This design comes from an exercise in tuning for small area, a short achievable clock period and few clock cycles per item on the open sky130 flow, not from production work. Where RTL was checked, it was by simulation tests only, not by an equivalence proof against the original. Function not checked in runs 2 and 3: the RTL went through the layout flow alone. No activity file was given, so power comes from the tool's default toggle rates.

$ cat flow/config.mk
export PLATFORM = sky130hd
export DESIGN_NAME = alu
export DESIGN_NICKNAME = alu
export VERILOG_FILES = /design/flow/design.v
export SDC_FILE = /design/flow/constraint.sdc
export NUM_CORES = 4
export LEC_CHECK = 0
export ABC_CLOCK_PERIOD_IN_PS = 1800
export CAP_MARGIN = 20
export CORE_MARGIN = 2
export CORE_UTILIZATION = 60
export CTS_CLUSTER_DIAMETER = 60
export CTS_CLUSTER_SIZE = 24
export SETUP_SLACK_MARGIN = 3.0
export SLEW_MARGIN = 20
$ cat flow/constraint.sdc
create_clock -name core_clock -period 5.0 [get_ports {clk}]
set_input_delay 1.0000 -clock core_clock [delete_from_list [all_inputs] [get_ports {clk}]]
set_output_delay 1.0000 -clock core_clock [all_outputs]
set_load 0.01 [all_outputs]
$ cat flow/design.v
module alu(
	output reg[15:0] data_out,
	output reg       valid_out,
	output reg       cmd_out,
	input [15:0]     data_in,
	input            valid_in,
	input            cmd_in,
	output reg       amm_read,
	output reg[7:0]  amm_address,
	input [7:0]      amm_readdata,
	input            amm_waitrequest,
	input [1:0]      amm_response,
	input clk,
	input rst_n
	);
	localparam D = 62;               
	reg        busy;                 
	reg        rx;                   
	reg        last;                 
	reg [5:0]  rem;                  
	reg        idx0, idx1;           
	reg [3:0]  op;
	reg        ee;                   
	reg        err;                  
	reg        dly;                  
	reg        pay;                  
	reg        b_mem;                
	reg        b_iss;                
	reg        b_i1;                 
	reg [7:0]  b_val;
	reg [7:0]  stk [0:D-1];
	reg [5:0]  cnt;
	reg        pop;                  
	reg        infl_i1;              
	reg [7:0]  addr_n;               
	reg [7:0]  v0r, v1r;             
	reg        v1big;                
	reg [7:0]  vbg, vrg;             
	reg [11:0] ures;                 
	reg [11:0] acc;
	wire o_and = (op == 4'd1);
	wire o_or  = (op == 4'd2);
	wire o_xor = (op == 4'd3);
	wire o_log = o_and || o_or || o_xor;
	wire o_not = (op == 4'd4);
	wire o_inc = (op == 4'd5);
	wire o_dec = (op == 4'd6);
	wire o_neg = (op == 4'd7);
	wire o_shr = (op == 4'd8);
	wire o_shl = (op == 4'd9);
	wire o_fast = o_log || o_not;        
	wire idle    = !busy && !dly && !(valid_out && cmd_out);
	wire hdr_in  = idle && valid_in && cmd_in;
	wire beat_in = busy && rx && valid_in;
	wire imm_now = beat_in && !(data_in[8] && !ee);    
	wire [3:0] h_op = data_in[11:8];
	wire [5:0] h_n  = data_in[5:0];
	wire h_ee = (h_n == 6'd0) || (h_op >= 4'd10) ||
	            (h_op[3:2] == 2'b01 && h_n != 6'd1) ||
	            (h_op[3:1] == 3'b100 && h_n != 6'd2);
	wire done_rd  = amm_read && !amm_waitrequest;
	wire rsp_err  = done_rd && (amm_response != 2'b00);
	wire err_n    = err || rsp_err;
	wire push     = b_mem && !b_iss && !err;
	wire head_ok  = (cnt != 6'd0) && !pop;
	wire new_mem  = beat_in && data_in[8] && !ee;
	wire port_free = !amm_read || !amm_waitrequest;
	wire can_iss   = busy && port_free && !err_n;
	wire src_b     = push;
	wire src_e     = !push && head_ok;
	wire src_d     = !push && !head_ok && new_mem;
	wire issue     = can_iss && (src_b || src_e || src_d);
	wire hold_a    = amm_read && amm_waitrequest;
	wire [7:0] addr_next = src_b ? b_val : (src_e ? stk[0] : data_in[7:0]);
	wire waiting   = push || head_ok || new_mem;
	wire reads_done = err_n || (!(amm_read && amm_waitrequest) && !waiting);
	wire beats_done = !rx || (last && valid_in);
	wire respond    = busy && beats_done && reads_done;
	wire hdr_go     = (respond && o_fast) || dly;
	wire [11:0] sum   = acc + {4'h0, vbg} + {4'h0, vrg};
	wire [7:0]  a_or  = acc[7:0] | vbg | vrg;
	wire [7:0]  a_xor = acc[7:0] ^ vbg ^ vrg;
	wire [7:0]  a_log = o_xor ? a_xor : a_or;
	wire [11:0] acc_n = o_log ? {4'h0, a_log} : sum;
	wire [7:0] x0 = v0r;
	wire [7:0] x1 = v1r;
	reg  [7:0] x_all1, x_any1;             
	integer j;
	always @(*) begin
		x_all1[0] = 1'b1;
		x_any1[0] = 1'b0;
		for (j = 1; j < 8; j = j + 1) begin
			x_all1[j] = x_all1[j-1] & x0[j-1];
			x_any1[j] = x_any1[j-1] | x0[j-1];
		end
	end
	wire [11:0] x_inc = {3'h0, x_all1[7] & x0[7], x0 ^ x_all1};
	wire [11:0] x_dec = {{4{!(x_any1[7] | x0[7])}}, x0 ^ ~x_any1};
	wire [7:0]  x_neg = x0 ^ x_any1;
	wire [7:0]  x_shr = v1big ? 8'h00 : x0 >> x1[2:0];
	wire [7:0]  x_shl = v1big ? 8'h00 : x0 << x1[2:0];
	wire [11:0] ures_n = {4'h0, ({8{o_not}} & ~x0) | ({8{o_neg}} & x_neg) |
	                            ({8{o_shr}} & x_shr) | ({8{o_shl}} & x_shl)} |
	                     ({12{o_inc}} & x_inc) | ({12{o_dec}} & x_dec);
	wire [11:0] res = o_log ? {4'h0, a_log ^ {8{o_and}}} : o_not ? {4'h0, ~v0r} :
	                  (op[3] || op[2]) ? ures : acc;
	integer k;
	always @(posedge clk) begin
		if (push) begin
			stk[0] <= b_val;
			if (!pop)
				for (k = 1; k < D; k = k + 1) stk[k] <= stk[k-1];
		end
		else if (pop) begin
			for (k = 0; k < D-1; k = k + 1) stk[k] <= stk[k+1];
		end
		b_val <= data_in[7:0];
		b_i1  <= idx1;
		v0r   <= (imm_now && idx0) ? data_in[7:0] : (done_rd && !infl_i1) ? amm_readdata : v0r;
		v1r   <= (imm_now && idx1) ? data_in[7:0] : (done_rd &&  infl_i1) ? amm_readdata : v1r;
		v1big <= (imm_now && idx1) ? |data_in[7:3] : (done_rd &&  infl_i1) ? |amm_readdata[7:3] : v1big;
		ures  <= ures_n;
		data_out <= (valid_out && cmd_out) ? (err ? 16'h0bad : {4'h0, res})
		                                   : {11'h0, err_n, op};
		amm_address <= hold_a ? ~addr_n : addr_next;
		addr_n      <= hold_a ? addr_n : ~addr_next;
		if (!hold_a)
			infl_i1 <= src_b ? b_i1 : (src_e ? 1'b1 : idx1);
		if (!rst_n) begin
			busy      <= 1'b0;
			rx        <= 1'b0;
			last      <= 1'b0;
			rem       <= 6'd0;
			idx0      <= 1'b0;
			idx1      <= 1'b0;
			op        <= 4'd0;
			ee        <= 1'b0;
			err       <= 1'b0;
			b_mem     <= 1'b0;
			b_iss     <= 1'b0;
			cnt       <= 6'd0;
			pop       <= 1'b0;
			acc       <= 12'd0;
			amm_read  <= 1'b0;
			valid_out <= 1'b0;
			cmd_out   <= 1'b0;
			dly       <= 1'b0;
			pay       <= 1'b0;
			vbg       <= 8'h00;
			vrg       <= 8'h00;
		end
		else begin
			if (hdr_in) begin
				busy <= 1'b1;
				rx   <= (h_n != 6'd0);
				last <= (h_n == 6'd1);
				rem  <= h_n;
				idx0 <= 1'b1;
				idx1 <= 1'b0;
				op   <= h_op;
				ee   <= h_ee;
				err  <= h_ee;
			end
			else
				err <= err_n;
			acc <= pay ? 12'h000 : acc_n;
			pay <= cmd_out;
			vbg <= imm_now ? data_in[7:0] ^ {8{o_and}} : 8'h00;
			vrg <= done_rd ? amm_readdata ^ {8{o_and}} : 8'h00;
			if (beat_in) begin
				rem  <= rem - 6'd1;
				last <= (rem == 6'd2);
				rx   <= !last;
				idx0 <= 1'b0;
				idx1 <= idx0;
			end
			b_mem <= new_mem;
			b_iss <= issue && src_d;
			cnt <= err ? 6'd0 : cnt + {5'd0, push} - {5'd0, pop};
			pop <= issue && !src_d;
			amm_read <= (amm_read && amm_waitrequest) || issue;
			if (respond) busy <= 1'b0;
			dly       <= respond && !o_fast;
			valid_out <= hdr_go || (valid_out && cmd_out);
			cmd_out   <= hdr_go;
		end
	end
endmodule
$ cat flow/flow/run.sh
#!/bin/bash
# The standard layout (standard.sh), with synthesis changed in two ways:
# adders are left to ABC as plain logic (no full/half-adder cells, ADDER_MAP_FILE
# empty), and ABC maps with its own script (flow/synth.tcl). Registers and their
# names are those of the standard synthesis. Ports are buffered, as in the
# standard flow, but with buf_4 cells rather than the delay buffer that
# buffer_ports picks by default.
set -euo pipefail
here=$(pwd)

ports="BUFFER_PORTS_ARGS=-buffer_cell sky130_fd_sc_hd__buf_4"
bash standard.sh synth SYNTH_SCRIPT="$here/flow/synth.tcl" ADDER_MAP_FILE= "$ports" > "$here/synth.log" 2>&1
bash standard.sh finish SYNTH_SCRIPT="$here/flow/synth.tcl" ADDER_MAP_FILE= "$ports" > "$here/layout.log" 2>&1
test -f "$here/out/final.def"
$ cat flow/flow/synth.tcl
# The standard flow's synthesis script (synth_recipe.tcl), with one change: ABC maps with a
# script that maps with SAT-based area-oriented matching (&nf -a) and pin permutation,
# leaving buffering and sizing to the placement-aware repair steps.
proc synth {args} { yosys synth -nofsm -noshare {*}$args }
proc abc {args} {
  set i [lsearch -exact $args -script]
  if {$i >= 0} {
    set s "+&get -n;&st;&dch;&nf -a -p;&put;topo;stime -c"
    set args [lreplace $args $i [expr {$i + 1}] -script $s]
  }
  yosys abc {*}$args
}
source $::env(SCRIPTS_DIR)/synth.tcl
# left out here: clear keep_hierarchy, flatten, clean up, hide names made inside functions, write 1_2_yosys.v
$ cat flow/standard.sh
#!/bin/bash
# synth_recipe.tcl (not shown) runs the flow's synth.tcl, then flattens the netlist and writes it again
# the make line also repeats each setting of config.mk as NAME=value (left out here)
make -C /OpenROAD-flow-scripts/flow DESIGN_CONFIG=/design/flow/config.mk WORK_HOME=/design/flow/orfs CLKGATE_MAP_FILE= SYNTH_SCRIPT=/design/flow/synth_recipe.tcl "${@:-finish}"
==> insert_results.sql, run 1 <==
INSERT INTO impl_metrics (metric_group, metric, value, unit) VALUES
('synthesis', 'postSynth.topFlopCell', 'sky130_fd_sc_hd__dfxtp_1', ''),
('worst_setup_path', 'critical_path.slowest_cell', 'sky130_fd_sc_hd__dfxtp_4', ''),
('clocking', 'cts.sink_count', '615', ''),
('timing', 'final.period_utilization', '41.62', '%'),
('pwr', 'power.leakage', '12.76', 'nW'),
('synthesis', 'ff_latch_count_synth', '615', ''),
('clocking', 'htreeDepth', '2', ''),
('worst_setup_path', 'crit_chain', 'buf_6', ''),
('drt', 'route.detailed.vias_per_inst', '5.792', ''),
('drt', 'wl_per_cell', '16.03', 'um'),
('worst_setup_path', 'crit_buf_inv', '1', ''),
('placement', 'total_half_perimeter_wirelength_after_legalization_and_detailed_placement', '28.21', 'mm'),
('timing', 'timing.final.setup_violations', '0', ''),
('synthesis', 'count_of_flip_flops_with_a_built_in_enable_after_synthesis', '29', ''),
('global_route', 'number_of_antenna_violations_at_the_first_check_in_global_routing', '0', ''),
('floorplan', 'design.portCount', '58', ''),
('run_status', 'run_status', 'finished clean', ''),
('finish', 'number_of_filler_cells_placed_in_the_layout', '3256', ''),
('timing', 'tightestPinTransition', '0.7640', 'ns'),
('synthesis', 'synth.distinct_cells', '52', ''),
('clocking', 'clock_latency', '0.59', 'ns'),
('worst_setup_path', 'critPathArrivalTime', '1.08', 'ns'),
('global_route', 'globalRoute.totalOverflow', '0', ''),
('timing', 'unrepaired_setup_endpoints_after_global_routing', 'yes', ''),
('synthesis', 'synth.most_common_cell', 'sky130_fd_sc_hd__mux2i_1', ''),
('clocking', 'clkTransAtPathRegs', '0.09', 'ns'),
('finish', 'antennaDiodeCount', '0', ''),
('timing', 'post-route-min-period', '2.081', 'ns'),
('worst_setup_path', 'timing.critical_path.required', '4.00', 'ns'),
('clocking', 'numCtsBuffers', '40', ''),
('finish', 'multi_input_area', '0.01361', 'sq mm'),
('timing', 'timing.max_slew.rel_slack', '49.07', '%'),
('timing', 'slew_viol_final', '0', ''),
('timing', 'tns', '0', 'ns'),
('placement', 'placed_cell_area', '0.02710', 'sq mm'),
('finish', 'stdcell_area', '0.02975', 'sq mm'),
('synthesis', 'post_synth_instance_area', '0.02581', 'sq mm'),
('worst_setup_path', 'worst_setup_start_kind', 'flip-flop', ''),
('pwr', 'cellPowerDensity', '366.5', 'mW/mm^2'),
('synthesis', 'synthTopCellsByCount', '860 x sky130_fd_sc_hd__mux2i_1, 586 x sky130_fd_sc_hd__dfxtp_1, 146 x sky130_fd_sc_hd__o21ai_0', ''),
('synthesis', 'synth-seq-area-share', '48.83', '%'),
('floorplan', 'core_region_area', '0.04223', 'sq mm'),
('drt', 'ant_nets', '0', ''),
('synthesis', 'netlist_top_cells_area', 'sky130_fd_sc_hd__dfxtp_1 45%, sky130_fd_sc_hd__mux2i_1 33%, sky130_fd_sc_hd__edfxtp_1 3.4%, sky130_fd_sc_hd__o21ai_0 2.8%, sky130_fd_sc_hd__nor2_1 1.5%', ''),
('clocking', 'tritoncts', 'yes', ''),
('drt', 'drt_iter0_drc', '987', ''),
('global_route', 'first_global_vias', '16960', ''),
('floorplan', 'die_area', '0.04469', 'sq mm'),
('floorplan', 'die_x', '211.4', 'um'),
('finish', 'layout_nets', '2468', ''),
('global_route', 'grt_pass1_wl', '80.23', 'mm'),
('placement', 'gp_congestion', '0.8550', ''),
('drt', 'drt_pass1_iterations', '5', ''),
('synthesis', 'synth.top_cell.area_share', '45.45', '%'),
('worst_setup_path', 'setup.worst_path.class', 'reg2out', ''),
('timing', 'skew_final', '0.02520', 'ns'),
('global_route', 'maximum_number_of_pins_on_one_net_before_global_route_repair', '92', ''),
('clocking', 'clk_root_buffer_cell', 'sky130_fd_sc_hd__clkbuf_16', ''),
('finish', 'fin_util', '70.45', '%'),
('finish', 'layout-area-overhead-vs-synth', '15.27', '%'),
('finish', 'area.sequential', '0.01267', 'sq mm'),
('floorplan', 'die_y', '211.4', 'um'),
('global_route', 'globalRouteTotalUtil', '21.41', '%'),
('worst_setup_path', 'cp-end-kind', 'primary output', ''),
('clocking', 'clockBufferDepth', '3', ''),
('finish', 'post_route_cells_drive_above_1_share', '12.39', '%'),
('synthesis', 'ys_warn_count', '2', ''),
('synthesis', 'syn_area_cell', '11.37', 'sq um'),
('worst_setup_path', 'path_max_fanout', '4', ''),
('timing', 'timing.final.hold_violations', '0', ''),
('synthesis', 'postSynth.asyncResetShare', '0', '%');
## flip-flops by register name (all words and copies together), names as in the netlist, 3 cells and up
register / flops
addr_n: 8
cnt: 6
vbg: 8
op: 4
v0r: 8
acc: 12
stk: 496
v1r: 3
amm_address: 8
data_out: 12
vrg: 8
ures: 10
rem: 6
b_val: 8
## worst reg2reg max path: stages, from the launching register on
cell                       delay, ns
sky130_fd_sc_hd__dfxtp_2        0.36
sky130_fd_sc_hd__xor3_2         0.49
sky130_fd_sc_hd__xnor2_4        0.25
sky130_fd_sc_hd__o21ai_1        0.15
sky130_fd_sc_hd__a21oi_2        0.21
sky130_fd_sc_hd__o21ai_4        0.10
sky130_fd_sc_hd__and3_4         0.19
sky130_fd_sc_hd__o2111a_1       0.21
## cells by family (layout without fill, tap and decap cells)
logic type                 count (synthesis)  after routing  share of synthesized area, %
and+or+nand+nor                          418            422                         7.819
AOI/OAI and AO/OA                        269            269                         5.813
muxes                                    885            885                         34.44
buffers and inverters                     10            202                        0.2036
DFF                                      615            615                         48.83
adders and majority gates                  8              8                        0.3103
other                                      1              4                       0.01453
xor gates and xnor gates                  64             64                         2.569
## power breakdown
group | switching [mW] | total, mW | internal (mW)
clock network | 1.82 | 3.58 | 1.76
logic | 0.849 | 1.64 | 0.793
registers | 0.251 | 5.68 | 5.43
total | 2.92 | 10.9 | 7.98
## area by class of cell
class	count	area share, %
clock buffers	49	3.793
clock inverters	25	0.9505
inverters	6	0.1178
multi-input cells	1652	45.76
flip-flops and latches	615	42.59
well taps	539	2.267
repair buffers	122	4.517
## cell usage in the layout, fill, tap and decap left out, drive strengths merged, types with 8 or more instances in the layout
cell type and instances:
or2 30, nand2 102, nor2 105, nand2b 40, inv 13, xor2 16, maj3 8, and3 8
a21oi 67, or3 11, dfxtp 586, mux2i 860, xnor2 41, clkbuf 50, mux2 25, buf 117
nand3 65, nor2b 17, clkinv 16, o21ai 146, nor3 13, and2 10, edfxtp 29
## per-stage QoR
stage | worst slack (ns) | power, mW | hold WS (ns) | std cells
after floorplan | -5.517 | 7.029 | 0.3753 | 2273
after global placement | 2.020 | 7.200 | 0.3993 | 2871
after detailed placement | 2.012 | 7.260 | 0.4114 | 2871
after CTS | 2.851 | 10.97 | 0.4200 | 2979
after global routing | 2.879 | 11.43 | 0.4173 | 3008
final | 2.919 | 10.90 | 0.4249 | 3008
## what timing repair did
item,4_1_cts,5_1_grt
buffers inserted,26,29
pin swaps,24,26
endpoints found under the setup margin,569,69
cloned,8,0
gates resized for setup,106,66
## layer usage
| metal | up-vias | part of all wire (%) | track usage (%) |
|---|---|---|---|
| li1 | 8717 | - | - |
| met1 | 8365 | 47 | 29.07 |
| met2 | 279 | 47 | 36.25 |
| met3 | 61 | 4.1 | 3.100 |
| met4 | 0 | 1.9 | 4.808 |
| met5 | - | 0 | 0 |
## path summary, 6_finish.rpt
check	start	end	slack [ns]	cells after the start
max	cmd_out$_SDFF_PN0_	cmd_out	2.92	1
min	addr_n[0]$_DFFE_PN_	amm_address[0]$_DFF_P_	0.42	1
max reg2reg	vrg[6]$_SDFF_PN0_	acc[11]$_SDFF_PP0_	2.93	7
min reg2reg	addr_n[0]$_DFFE_PN_	amm_address[0]$_DFF_P_	0.42	1
Testbench counts, summed over its fixed seeds: cycles 34,374, items 2,000.
==> run 2: changes to the inputs <==
--- a/flow/design.v
+++ b/flow/design.v
@@ -33,10 +33,8 @@
 	reg        pop;                  
 	reg        infl_i1;              
 	reg [7:0]  addr_n;               
-	reg [7:0]  v0r, v1r;             
+	reg [7:0]  opa, opb;
 	reg        v1big;                
-	reg [7:0]  vbg, vrg;             
-	reg [11:0] ures;                 
 	reg [11:0] acc;
 	wire o_and = (op == 4'd1);
 	wire o_or  = (op == 4'd2);
@@ -49,6 +47,7 @@
 	wire o_shr = (op == 4'd8);
 	wire o_shl = (op == 4'd9);
 	wire o_fast = o_log || o_not;        
+	wire o_fold = !(op[3] || op[2]);     
 	wire idle    = !busy && !dly && !(valid_out && cmd_out);
 	wire hdr_in  = idle && valid_in && cmd_in;
 	wire beat_in = busy && rx && valid_in;
@@ -77,13 +76,12 @@
 	wire beats_done = !rx || (last && valid_in);
 	wire respond    = busy && beats_done && reads_done;
 	wire hdr_go     = (respond && o_fast) || dly;
-	wire [11:0] sum   = acc + {4'h0, vbg} + {4'h0, vrg};
-	wire [7:0]  a_or  = acc[7:0] | vbg | vrg;
-	wire [7:0]  a_xor = acc[7:0] ^ vbg ^ vrg;
+	wire [11:0] sum   = acc + {4'h0, opa} + {4'h0, opb};
+	wire [7:0]  a_or  = acc[7:0] | opa | opb;
+	wire [7:0]  a_xor = acc[7:0] ^ opa ^ opb;
 	wire [7:0]  a_log = o_xor ? a_xor : a_or;
-	wire [11:0] acc_n = o_log ? {4'h0, a_log} : sum;
-	wire [7:0] x0 = v0r;
-	wire [7:0] x1 = v1r;
+	wire [7:0] x0 = opa;
+	wire [7:0] x1 = opb;
 	reg  [7:0] x_all1, x_any1;             
 	integer j;
 	always @(*) begin
@@ -102,8 +100,8 @@
 	wire [11:0] ures_n = {4'h0, ({8{o_not}} & ~x0) | ({8{o_neg}} & x_neg) |
 	                            ({8{o_shr}} & x_shr) | ({8{o_shl}} & x_shl)} |
 	                     ({12{o_inc}} & x_inc) | ({12{o_dec}} & x_dec);
-	wire [11:0] res = o_log ? {4'h0, a_log ^ {8{o_and}}} : o_not ? {4'h0, ~v0r} :
-	                  (op[3] || op[2]) ? ures : acc;
+	wire [11:0] acc_n = o_log ? {4'h0, a_log} : (op[3] || op[2]) ? ures_n : sum;
+	wire [11:0] res = o_log ? {4'h0, a_log ^ {8{o_and}}} : o_not ? {4'h0, ~opa} : acc;
 	integer k;
 	always @(posedge clk) begin
 		if (push) begin
@@ -116,10 +114,7 @@
 		end
 		b_val <= data_in[7:0];
 		b_i1  <= idx1;
-		v0r   <= (imm_now && idx0) ? data_in[7:0] : (done_rd && !infl_i1) ? amm_readdata : v0r;
-		v1r   <= (imm_now && idx1) ? data_in[7:0] : (done_rd &&  infl_i1) ? amm_readdata : v1r;
 		v1big <= (imm_now && idx1) ? |data_in[7:3] : (done_rd &&  infl_i1) ? |amm_readdata[7:3] : v1big;
-		ures  <= ures_n;
 		data_out <= (valid_out && cmd_out) ? (err ? 16'h0bad : {4'h0, res})
 		                                   : {11'h0, err_n, op};
 		amm_address <= hold_a ? ~addr_n : addr_next;
@@ -146,10 +141,11 @@
 			cmd_out   <= 1'b0;
 			dly       <= 1'b0;
 			pay       <= 1'b0;
-			vbg       <= 8'h00;
-			vrg       <= 8'h00;
+			opa       <= 8'h00;
+			opb       <= 8'h00;
 		end
 		else begin
+			if (pay) op <= 4'd0;
 			if (hdr_in) begin
 				busy <= 1'b1;
 				rx   <= (h_n != 6'd0);
@@ -165,8 +161,18 @@
 				err <= err_n;
 			acc <= pay ? 12'h000 : acc_n;
 			pay <= cmd_out;
-			vbg <= imm_now ? data_in[7:0] ^ {8{o_and}} : 8'h00;
-			vrg <= done_rd ? amm_readdata ^ {8{o_and}} : 8'h00;
+			if (o_fold) begin
+				opa <= imm_now ? data_in[7:0] ^ {8{o_and}} : 8'h00;
+				opb <= done_rd ? amm_readdata ^ {8{o_and}} : 8'h00;
+			end
+			else begin
+				opa <= (imm_now && idx0) ? data_in[7:0] : (done_rd && !infl_i1) ? amm_readdata : opa;
+				opb <= (imm_now && idx1) ? data_in[7:0] : (done_rd &&  infl_i1) ? amm_readdata : opb;
+			end
+			if (pay) begin
+				opa <= 8'h00;
+				opb <= 8'h00;
+			end
 			if (beat_in) begin
 				rem  <= rem - 6'd1;
 				last <= (rem == 6'd2);
==> flow/flow/synth.tcl (replaced) <==
# The standard flow's synthesis script (synth_recipe.tcl), with one change: ABC maps with a
# script that maps with SAT-based area-oriented matching (&nf -a) and pin permutation.
proc synth {args} { yosys synth -nofsm -noshare {*}$args }
proc abc {args} {
  set i [lsearch -exact $args -script]
  if {$i >= 0} {
    set s "+&get -n;&st;&dch;&nf -a -p;&put;buffer -c;topo;stime -c;upsize -c;dnsize -c"
    set args [lreplace $args $i [expr {$i + 1}] -script $s]
  }
  yosys abc {*}$args
}
source $::env(SCRIPTS_DIR)/synth.tcl
# left out here: clear keep_hierarchy, flatten, clean up, hide names made inside functions, write 1_2_yosys.v
--- a/flow/config.mk
+++ b/flow/config.mk
@@ -11,5 +11,5 @@
 export CORE_UTILIZATION = 60
 export CTS_CLUSTER_DIAMETER = 60
 export CTS_CLUSTER_SIZE = 24
-export SETUP_SLACK_MARGIN = 3.0
+export SETUP_SLACK_MARGIN = 2.9
 export SLEW_MARGIN = 20
==> run 2 against run 1 <==
Sequential power is 2% lower. Clock power is 3% higher. Via count is 2.1% higher. Final area is 0.17% lower. Clock skew is 0.0032 ns lower. Area after synthesis is 1.6% higher. Final cell count is 3.4% higher. Critical endpoint is now acc[10]$_SDFF_PP0_. Critical path type is now reg2reg. Setup slack worse by 0.32 ns.
==> insert_results.sql, run 2 <==
INSERT INTO impl_metrics (metric_group, metric, value, unit) VALUES
('floorplan', 'floorplan.rows', '76', ''),
('floorplan', 'die_x', '213.1', 'um'),
('worst_setup_path', 'worst_setup_path_startpoint', 'opa[5]$_SDFFE_PP0P_', ''),
('timing', 'slew_viol_final', '0', ''),
('finish', 'fin_util', '68.95', '%'),
('min_path', 'worstHoldPathType', 'reg2reg', ''),
('finish', 'layout.cells.most_common_list', '856 x sky130_fd_sc_hd__mux2i_1, 543 x sky130_fd_sc_hd__dfxtp_1, 165 x sky130_fd_sc_hd__o21ai_0', ''),
('synthesis', 'postSynth.asyncResetShare', '0', '%'),
('pwr', 'cellPowerDensity', '384.2', 'mW/mm^2'),
('drt', 'drt_iter0_drc', '1137', ''),
('run_status', 'run_status', 'finished clean', ''),
('clocking', 'clockBufferDepth', '3', ''),
('timing', 'unrepaired_setup_endpoints_after_global_routing', 'yes', ''),
('finish', 'largest_register_ffs', '496', ''),
('drt', 'dr_total_vias', '17790', ''),
('floorplan', 'core_region_area', '0.04308', 'sq mm'),
('placement', 'gp_congestion', '0.8547', ''),
('job', 'cap_viol_max_count', '0', ''),
('placement', 'placedCellCount', '2951', ''),
('timing', 'timing.final.setup_violations', '0', ''),
('synthesis', 'synth.distinct_cells', '69', ''),
('synthesis', 'ff_latch_count_synth', '594', ''),
('timing', 'fmax', '415.9', 'MHz'),
('global_route', 'globalRoute.totalOverflow', '0', ''),
('pwr', 'power.total', '11.41', 'mW'),
('worst_setup_path', 'cp-end-kind', 'flip-flop', ''),
('synthesis', 'synth.top_cell.area_share', '43.96', '%'),
('finish', 'stdcell_count', '3110', ''),
('finish', 'number_of_filler_cells_placed_in_the_layout', '3302', ''),
('synthesis', 'synth-seq-area-share', '46.02', '%'),
('clocking', 'cts.sink_count', '594', ''),
('worst_setup_path', 'setup.worst_path.class', 'reg2reg', ''),
('drt', 'wl_per_cell', '16.54', 'um'),
('worst_setup_path', 'cp_common_cell', 'sky130_fd_sc_hd__buf_4', ''),
('clocking', 'clock_latency', '0.59', 'ns'),
('finish', 'most_flop_heavy_register', 'stk', ''),
('timing', 'tightestPinTransition', '0.7860', 'ns'),
('clocking', 'htreeDepth', '2', ''),
('global_route', 'number_of_antenna_violations_at_the_first_check_in_global_routing', '3', ''),
('synthesis', 'post_synth_instance_area', '0.02623', 'sq mm'),
('worst_setup_path', 'critical_path.slowest_cell', 'sky130_fd_sc_hd__or4_4', ''),
('worst_setup_path', 'worst_setup_start_kind', 'flip-flop', ''),
('synthesis', 'netlist_top_cells_area', 'sky130_fd_sc_hd__dfxtp_1 44%, sky130_fd_sc_hd__mux2i_1 33%, sky130_fd_sc_hd__o21ai_0 3.2%, sky130_fd_sc_hd__edfxtp_1 2.1%, sky130_fd_sc_hd__clkbuf_1 1.5%', ''),
('finish', 'post_route_cells_drive_above_1_share', '15.14', '%'),
('synthesis', 'synth.most_common_cell', 'sky130_fd_sc_hd__mux2i_1', ''),
('floorplan', 'start_util', '60.89', '%'),
('synthesis', 'synth_cells', '2470', ''),
('clocking', 'numCtsBuffers', '41', ''),
('worst_setup_path', 'max_stage_delay', '0.53', 'ns'),
('floorplan', 'design.portCount', '58', ''),
('finish', 'layout-area-overhead-vs-synth', '13.24', '%'),
('drt', 'ant_nets', '0', ''),
('timing', 'post-route-min-period', '2.405', 'ns'),
('pwr', 'power.leakage', '12.78', 'nW'),
('finish', 'layout_nets', '2521', ''),
('timing', 'timing.final.hold_violations', '0', ''),
('floorplan', 'die_area', '0.04540', 'sq mm'),
('timing', 'final.period_utilization', '48.09', '%'),
('drt', 'route.detailed.vias_per_inst', '5.720', ''),
('min_path', 'min-delay-start', 'addr_n[0]$_DFFE_PN_', ''),
('finish', 'reg_top3', 'stk: 496 flops, acc: 12 flops, data_out: 12 flops', ''),
('finish', 'mostFrequentLayoutCell', 'sky130_fd_sc_hd__mux2i_1', ''),
('worst_setup_path', 'critPathArrivalTime', '2.92', 'ns'),
('clocking', 'tritoncts', 'yes', ''),
('drt', 'wirelength', '51.45', 'mm'),
('placement', 'total_half_perimeter_wirelength_after_legalization_and_detailed_placement', '30.48', 'mm'),
('timing', 'timing.max_slew.rel_slack', '47.60', '%'),
('synthesis', 'syn_area_cell', '10.62', 'sq um'),
('synthesis', 'synthTopCellsByCount', '856 x sky130_fd_sc_hd__mux2i_1, 576 x sky130_fd_sc_hd__dfxtp_1, 168 x sky130_fd_sc_hd__o21ai_0', ''),
('placement', 'placement.io_buffers', '49', ''),
('synthesis', 'synth_top_cell_by_area', 'sky130_fd_sc_hd__dfxtp_1', ''),
('global_route', 'grt_pass1_wl', '85.42', 'mm'),
('clocking', 'clkTransAtPathRegs', '0.09', 'ns'),
('timing', 'skew_final', '0.02198', 'ns'),
('worst_setup_path', 'timing.critical_path.required', '5.52', 'ns'),
('drt', 'drt_pass1_iterations', '5', ''),
('synthesis', 'ys_warn_count', '2', ''),
('pwr', 'vdd_drop_max', '0.0002985', 'V'),
('global_route', 'maximum_number_of_pins_on_one_net_before_global_route_repair', '120', ''),
('drt', 'remaining_drc_errors', '0', ''),
('synthesis', 'postSynth.topFlopCell', 'sky130_fd_sc_hd__dfxtp_1', ''),
('global_route', 'globalRouteTotalUtil', '22.94', '%'),
('clocking', 'clk_root_buffer_cell', 'sky130_fd_sc_hd__clkbuf_16', ''),
('worst_setup_path', 'path_max_fanout', '3', ''),
('global_route', 'first_global_vias', '17510', ''),
('floorplan', 'die_y', '213.1', 'um'),
('worst_setup_path', 'regToRegStartpoint', 'opa[5]$_SDFFE_PP0P_', ''),
('worst_setup_path', 'crit_chain', 'buf_4, maj3_2, xnor2_4, or4_4, o211ai_4, buf_4, a21oi_4, o21bai_1, a31oi_1, nor2_1', ''),
('timing', 'tns', '0', 'ns'),
('synthesis', 'count_of_flip_flops_with_a_built_in_enable_after_synthesis', '18', '');
==> run 2: layout make-up <==
cell class / instances / area, sq um / share of cell area [%]
Sequential cell: 594 / 12160 / 40.94
Clock buffer: 46 / 1117 / 3.762
Clock inverter: 30 / 380.4 / 1.281
Tap cell: 585 / 732.0 / 2.464
Inverter: 12 / 57.56 / 0.1938
Timing Repair inverter: 1 / 8.758 / 0.02949
Multi-Input combinational cell: 1698 / 13860 / 46.65
Timing Repair Buffer: 142 / 1384 / 4.659
Antenna cell: 2 / 5.005 / 0.01685
==> run 2: stage by stage <==
step	instance area, sq um	worst slack, ns	hold slack (ns)
finish	29700	2.595	0.4173
global route	29700	2.485	0.4334
CTS	29450	2.690	0.4069
detailed placement	26920	1.676	0.3940
global placement	26920	1.752	0.3945
floorplan	26330	2.755	0.3717
==> run 2: power breakdown <==
part	internal [mW]	switching (mW)	leakage, nW
registers	5.28	0.278	4.86
clock network	1.84	1.84	0.731
logic	1.08	1.09	7.19
total	8.20	3.21	12.8
==> run 2: repair_timing <==
action	4_1_cts	5_1_grt
hold buffers	0	0
pin swaps	31	17
setup endpoints to repair	540	66
resized for setup	105	46
gates cloned	8	0
buffers inserted	62	11
==> run 2: logic make-up (layout without fill, tap and decap cells) <==
kind of cell             after synthesis  after routing  share of synthesized area [%]
adder cells (fa/ha/maj)                9              9                         0.3435
buffers and inverters                183            231                          2.733
other                                  1              6                        0.01430
AO/OA/AOI/OAI                        332            332                          7.232
AND/OR/NAND/NOR                      413            415                          7.613
multiplexers                         874            874                          33.44
XOR/XNOR                              64             64                          2.600
flip-flops                           594            594                          46.02
==> run 2: routing by layer <==
layer  track usage (%)  up-vias  wire length, um  part of all wire [%]
met5                 0        -               12                 0.023
met1             29.60     8501            23610                    46
met2             38.50      284            23930                    47
met3             4.412       85             2458                   4.8
met4             7.765        2             1440                   2.8
li1                  -     8916                -                     -
==> run 2: final timing paths <==
path / slack (ns) / cells after the start / to
min: 0.42 / 1 / amm_address[0]$_DFF_P_
max: 2.60 / 10 / acc[10]$_SDFF_PP0_
max reg2reg: 2.60 / 10 / acc[10]$_SDFF_PP0_
min reg2reg: 0.42 / 1 / amm_address[0]$_DFF_P_
==> run 2: critical path, delay by kind of cell, from the launching register on <==
| kind | cells | cell delay, ns |
|---|---|---|
| DFF | 1 | 0.36 |
| adders and majority gates | 1 | 0.35 |
| AOI/OAI and AO/OA | 4 | 0.51 |
| buffers and inverters | 2 | 0.30 |
| xor gates and xnor gates | 1 | 0.16 |
| and+or+nand+nor | 2 | 0.64 |
==> run 3: changes to the inputs <==
--- a/flow/design.v
+++ b/flow/design.v
@@ -35,6 +35,7 @@
 	reg [7:0]  addr_n;               
 	reg [7:0]  opa, opb;
 	reg        v1big;                
+	reg [11:0] ures;                 
 	reg [11:0] acc;
 	wire o_and = (op == 4'd1);
 	wire o_or  = (op == 4'd2);
@@ -80,6 +81,7 @@
 	wire [7:0]  a_or  = acc[7:0] | opa | opb;
 	wire [7:0]  a_xor = acc[7:0] ^ opa ^ opb;
 	wire [7:0]  a_log = o_xor ? a_xor : a_or;
+	wire [11:0] acc_n = o_log ? {4'h0, a_log} : sum;
 	wire [7:0] x0 = opa;
 	wire [7:0] x1 = opb;
 	reg  [7:0] x_all1, x_any1;             
@@ -100,8 +102,8 @@
 	wire [11:0] ures_n = {4'h0, ({8{o_not}} & ~x0) | ({8{o_neg}} & x_neg) |
 	                            ({8{o_shr}} & x_shr) | ({8{o_shl}} & x_shl)} |
 	                     ({12{o_inc}} & x_inc) | ({12{o_dec}} & x_dec);
-	wire [11:0] acc_n = o_log ? {4'h0, a_log} : (op[3] || op[2]) ? ures_n : sum;
-	wire [11:0] res = o_log ? {4'h0, a_log ^ {8{o_and}}} : o_not ? {4'h0, ~opa} : acc;
+	wire [11:0] res = o_log ? {4'h0, a_log ^ {8{o_and}}} : o_not ? {4'h0, ~opa} :
+	                  (op[3] || op[2]) ? ures : acc;
 	integer k;
 	always @(posedge clk) begin
 		if (push) begin
@@ -115,6 +117,7 @@
 		b_val <= data_in[7:0];
 		b_i1  <= idx1;
 		v1big <= (imm_now && idx1) ? |data_in[7:3] : (done_rd &&  infl_i1) ? |amm_readdata[7:3] : v1big;
+		ures  <= ures_n;
 		data_out <= (valid_out && cmd_out) ? (err ? 16'h0bad : {4'h0, res})
 		                                   : {11'h0, err_n, op};
 		amm_address <= hold_a ? ~addr_n : addr_next;
@@ -145,7 +148,6 @@
 			opb       <= 8'h00;
 		end
 		else begin
-			if (pay) op <= 4'd0;
 			if (hdr_in) begin
 				busy <= 1'b1;
 				rx   <= (h_n != 6'd0);
@@ -161,17 +163,17 @@
 				err <= err_n;
 			acc <= pay ? 12'h000 : acc_n;
 			pay <= cmd_out;
-			if (o_fold) begin
+			if (pay) begin
+				opa <= 8'h00;
+				opb <= 8'h00;
+			end
+			else if (o_fold) begin
 				opa <= imm_now ? data_in[7:0] ^ {8{o_and}} : 8'h00;
 				opb <= done_rd ? amm_readdata ^ {8{o_and}} : 8'h00;
 			end
 			else begin
 				opa <= (imm_now && idx0) ? data_in[7:0] : (done_rd && !infl_i1) ? amm_readdata : opa;
 				opb <= (imm_now && idx1) ? data_in[7:0] : (done_rd &&  infl_i1) ? amm_readdata : opb;
-			end
-			if (pay) begin
-				opa <= 8'h00;
-				opb <= 8'h00;
 			end
 			if (beat_in) begin
 				rem  <= rem - 6'd1;
==> run 3 against run 2 <==
Sequential power increased by 3%. Die area increased by 1.8%. Critical path depth is 9 lower. Non-clock buffer count shrank 42. Global-route usage fell by 0.59 points. Still clean. Clock-buffer cell count is 3 higher. Fmax increased by 15%. Combinational power is 13% higher. Synthesized cell count up 2.1%. Clock skew rose by 0.0071 ns.
==> insert_results.sql, run 3 <==
INSERT INTO impl_metrics (metric_group, metric, value, unit) VALUES
('finish', 'area.sequential', '0.01235', 'sq mm'),
('timing', 'post-route-min-period', '2.089', 'ns'),
('worst_setup_path', 'timing.critical_path.required', '4.00', 'ns'),
('synthesis', 'ff_latch_count_synth', '604', ''),
('timing', 'slew_viol_final', '0', ''),
('clocking', 'cts.sink_count', '604', ''),
('drt', 'drt_iter0_drc', '986', ''),
('synthesis', 'postSynth.topFlopCell', 'sky130_fd_sc_hd__dfxtp_1', ''),
('global_route', 'number_of_antenna_violations_at_the_first_check_in_global_routing', '1', ''),
('floorplan', 'floorplan.rows', '77', ''),
('timing', 'timing.max_slew.rel_slack', '38.75', '%'),
('synthesis', 'syn_area_cell', '10.59', 'sq um'),
('finish', 'antennaDiodeCount', '0', ''),
('timing', 'tns', '0', 'ns'),
('clocking', 'tritoncts', 'yes', ''),
('floorplan', 'die_x', '214.9', 'um'),
('floorplan', 'design.portCount', '58', ''),
('floorplan', 'die_y', '214.9', 'um'),
('finish', 'fin_util', '67.37', '%'),
('clocking', 'clockBufferDepth', '3', ''),
('min_path', 'min-delay-start', 'addr_n[3]$_DFFE_PN_', ''),
('worst_setup_path', 'setup.worst_path.class', 'reg2out', ''),
('min_path', 'worstHoldPathType', 'reg2reg', ''),
('synthesis', 'count_of_flip_flops_with_a_built_in_enable_after_synthesis', '18', ''),
('worst_setup_path', 'worst_setup_path_startpoint', 'amm_address[0]$_DFF_P_', ''),
('worst_setup_path', 'path_max_fanout', '1', ''),
('timing', 'timing.final.setup_violations', '0', ''),
('finish', 'layout-area-overhead-vs-synth', '11.11', '%'),
('synthesis', 'netlist_top_cells_area', 'sky130_fd_sc_hd__dfxtp_1 44%, sky130_fd_sc_hd__mux2i_1 32%, sky130_fd_sc_hd__o21ai_0 3.3%, sky130_fd_sc_hd__edfxtp_1 2.0%, sky130_fd_sc_hd__nor2_1 1.9%', ''),
('synthesis', 'synth_top_cell_by_area', 'sky130_fd_sc_hd__dfxtp_1', ''),
('placement', 'placement.io_buffers', '49', ''),
('timing', 'timing.final.hold_violations', '0', ''),
('pwr', 'cellPowerDensity', '401.2', 'mW/mm^2'),
('synthesis', 'synth.top_cell.area_share', '43.94', '%'),
('drt', 'ant_nets', '0', ''),
('finish', 'layout.cells.most_common_list', '862 x sky130_fd_sc_hd__mux2i_1, 555 x sky130_fd_sc_hd__dfxtp_1, 173 x sky130_fd_sc_hd__o21ai_0', ''),
('finish', 'most_flop_heavy_register', 'stk', ''),
('synthesis', 'post_synth_instance_area', '0.02670', 'sq mm'),
('clocking', 'clock_latency', '0.60', 'ns'),
('drt', 'route.detailed.vias_per_inst', '5.797', ''),
('job', 'cap_viol_max_count', '0', ''),
('timing', 'tightestPinTransition', '0.9188', 'ns'),
('floorplan', 'die_area', '0.04620', 'sq mm'),
('timing', 'final.period_utilization', '41.79', '%'),
('synthesis', 'synth.most_common_cell', 'sky130_fd_sc_hd__mux2i_1', ''),
('synthesis', 'synth_cells', '2522', ''),
('drt', 'wirelength', '52.88', 'mm'),
('run_status', 'run_status', 'finished clean', ''),
('clocking', 'numCtsBuffers', '43', ''),
('timing', 'min_hold_slack', '0.4060', 'ns'),
('pwr', 'vdd_drop_max', '0.0002621', 'V'),
('drt', 'wl_per_cell', '16.94', 'um'),
('finish', 'number_of_filler_cells_placed_in_the_layout', '3534', ''),
('synthesis', 'synth.distinct_cells', '72', ''),
('finish', 'mostFrequentLayoutCell', 'sky130_fd_sc_hd__mux2i_1', ''),
('finish', 'reg_top3', 'stk: 496 flops, acc: 12 flops, data_out: 12 flops', ''),
('global_route', 'globalRouteTotalUtil', '22.35', '%'),
('pwr', 'power.leakage', '12.71', 'nW'),
('global_route', 'first_global_vias', '17480', ''),
('worst_setup_path', 'critical_path.slowest_cell', 'sky130_fd_sc_hd__dfxtp_4', ''),
('floorplan', 'start_util', '60.64', '%'),
('worst_setup_path', 'worst_setup_start_kind', 'flip-flop', ''),
('global_route', 'globalRoute.totalOverflow', '0', ''),
('worst_setup_path', 'cp-end-kind', 'primary output', ''),
('synthesis', 'synthTopCellsByCount', '863 x sky130_fd_sc_hd__mux2i_1, 586 x sky130_fd_sc_hd__dfxtp_1, 175 x sky130_fd_sc_hd__o21ai_0', ''),
('synthesis', 'synth-seq-area-share', '45.96', '%'),
('finish', 'layout_nets', '2527', ''),
('drt', 'dr_total_vias', '18090', ''),
('placement', 'total_half_perimeter_wirelength_after_legalization_and_detailed_placement', '31.71', 'mm'),
('floorplan', 'core_region_area', '0.04403', 'sq mm'),
('drt', 'drt_pass1_iterations', '5', ''),
('drt', 'remaining_drc_errors', '0', ''),
('clocking', 'htreeDepth', '2', ''),
('worst_setup_path', 'critPathArrivalTime', '1.09', 'ns'),
('worst_setup_path', 'crit_buf_inv', '1', ''),
('timing', 'fmax', '478.6', 'MHz'),
('pwr', 'power.total', '11.90', 'mW'),
('global_route', 'grt_pass1_wl', '86.02', 'mm'),
('global_route', 'maximum_number_of_pins_on_one_net_before_global_route_repair', '148', ''),
('finish', 'post_route_cells_drive_above_1_share', '12.10', '%'),
('finish', 'largest_register_ffs', '496', ''),
('worst_setup_path', 'regToRegStartpoint', 'opa[2]$_SDFFE_PP0P_', ''),
('timing', 'unrepaired_setup_endpoints_after_global_routing', 'yes', ''),
('synthesis', 'postSynth.asyncResetShare', '0', '%'),
('placement', 'gp_congestion', '0.9181', ''),
('synthesis', 'ys_warn_count', '2', ''),
('clocking', 'clk_root_buffer_cell', 'sky130_fd_sc_hd__clkbuf_16', ''),
('worst_setup_path', 'cp_top_family', 'flip-flops', ''),
('timing', 'skew_final', '0.02913', 'ns'),
('clocking', 'clkTransAtPathRegs', '0.09', 'ns'),
('finish', 'multi_input_area', '0.01390', 'sq mm'),
('worst_setup_path', 'crit_chain', 'buf_6', ''),
('worst_setup_path', 'max_stage_delay', '0.37', 'ns');
[run 3: final cells by class]
cell class / instances / share of cell area, %
Multi-Input combinational cell: 1734 / 46.87
Inverter: 13 / 0.1729
Sequential cell: 604 / 41.64
Clock buffer: 49 / 3.881
Tap cell: 592 / 2.497
Timing Repair Buffer: 100 / 3.754
Clock inverter: 29 / 1.181
[run 3: worst reg2reg max path: stages (launching register included)]
cell	delay (ns)
sky130_fd_sc_hd__dfxtp_4	0.45
sky130_fd_sc_hd__xor3_2	0.45
sky130_fd_sc_hd__xnor2_4	0.27
sky130_fd_sc_hd__nor4_2	0.06
sky130_fd_sc_hd__a211o_1	0.38
sky130_fd_sc_hd__a21o_1	0.19
sky130_fd_sc_hd__a211oi_1	0.21
[run 3: timing repair]
item,in CTS,in global routing
endpoints found under the setup margin,536,61
hold buffers,0,0
cloned,7,2
hold endpoints to repair,0,0
pin swaps,13,7
setup buffers,14,13
gates resized for setup,78,39
[run 3: logic make-up after synthesis]
group           share of synthesized area, %
flops                                  45.96
other cells                          0.01405
compound gates                         6.847
buf+inv                                2.943
simple gates                           8.454
mux                                    33.11
fa+ha+maj                             0.2999
xor+xnor                               2.362
[run 3: per-layer routing]
| layer | global-route usage, % | share of wire, % | vias to the layer above |
|---|---|---|---|
| met1 | 29.18 | 46 | 8665 |
| met2 | 37.25 | 46 | 313 |
| li1 | - | - | 9009 |
| met3 | 4.232 | 4.6 | 105 |
| met4 | 7.569 | 3.1 | 0 |
| met5 | 0 | 0 | - |
[run 3: per-stage QoR]
step | cells | cell area, sq um | setup WS [ns]
global route | 3121 | 29660 | 2.784
detailed placement | 3007 | 27330 | 2.016
finish | 3121 | 29660 | 2.911
global placement | 3007 | 27330 | 2.029
floorplan | 2525 | 26760 | 2.885
CTS | 3106 | 29380 | 2.873
[run 3: final timing paths]
kind,end,slack [ns],cells past startpoint
max,amm_address[0],2.91,1
min,amm_address[3]$_DFF_P_,0.41,1
max reg2reg,acc[8]$_SDFF_PP0_,2.92,6
min reg2reg,amm_address[3]$_DFF_P_,0.41,1
[run 3: where the power goes]
group / internal, mW / switching [mW]
registers: 5.38 / 0.333
clock network: 1.83 / 1.90
logic: 1.19 / 1.28

[what the ideal ports hide]
How much do the figures lean on ideal ports? The routed layouts below were timed once more, with nothing changed but the port constraints.
Step 1 assumes that a clkbuf_16 drives the clock port and a buf_2 every other input.
Step 2 moves the port delays by t, midway between the first and last clock arrival at a register: inputs arrive t later, outputs are due t later. That takes back most of the time a late clock gives input paths.
Slacks: ideal ports / drivers / drivers and shift; pairs: ideal ports / drivers.
| run | t (ns) | setup slack, ns | cell pins on the clock port's net |
|---|---|---|---|
| run 1 | 0.629 | 2.919 / 2.865 / 2.350 | 1 |
| run 2 | 0.634 | 2.595 / 2.595 / 2.456 | 1 |
| run 3 | 0.642 | 2.911 / 2.856 / 2.414 | 1 |
After both steps every run listed still meets setup and hold. For run 1, which loses most, drivers alone change the setup slack by -0.054 ns; drivers and shift together by -0.569 ns.
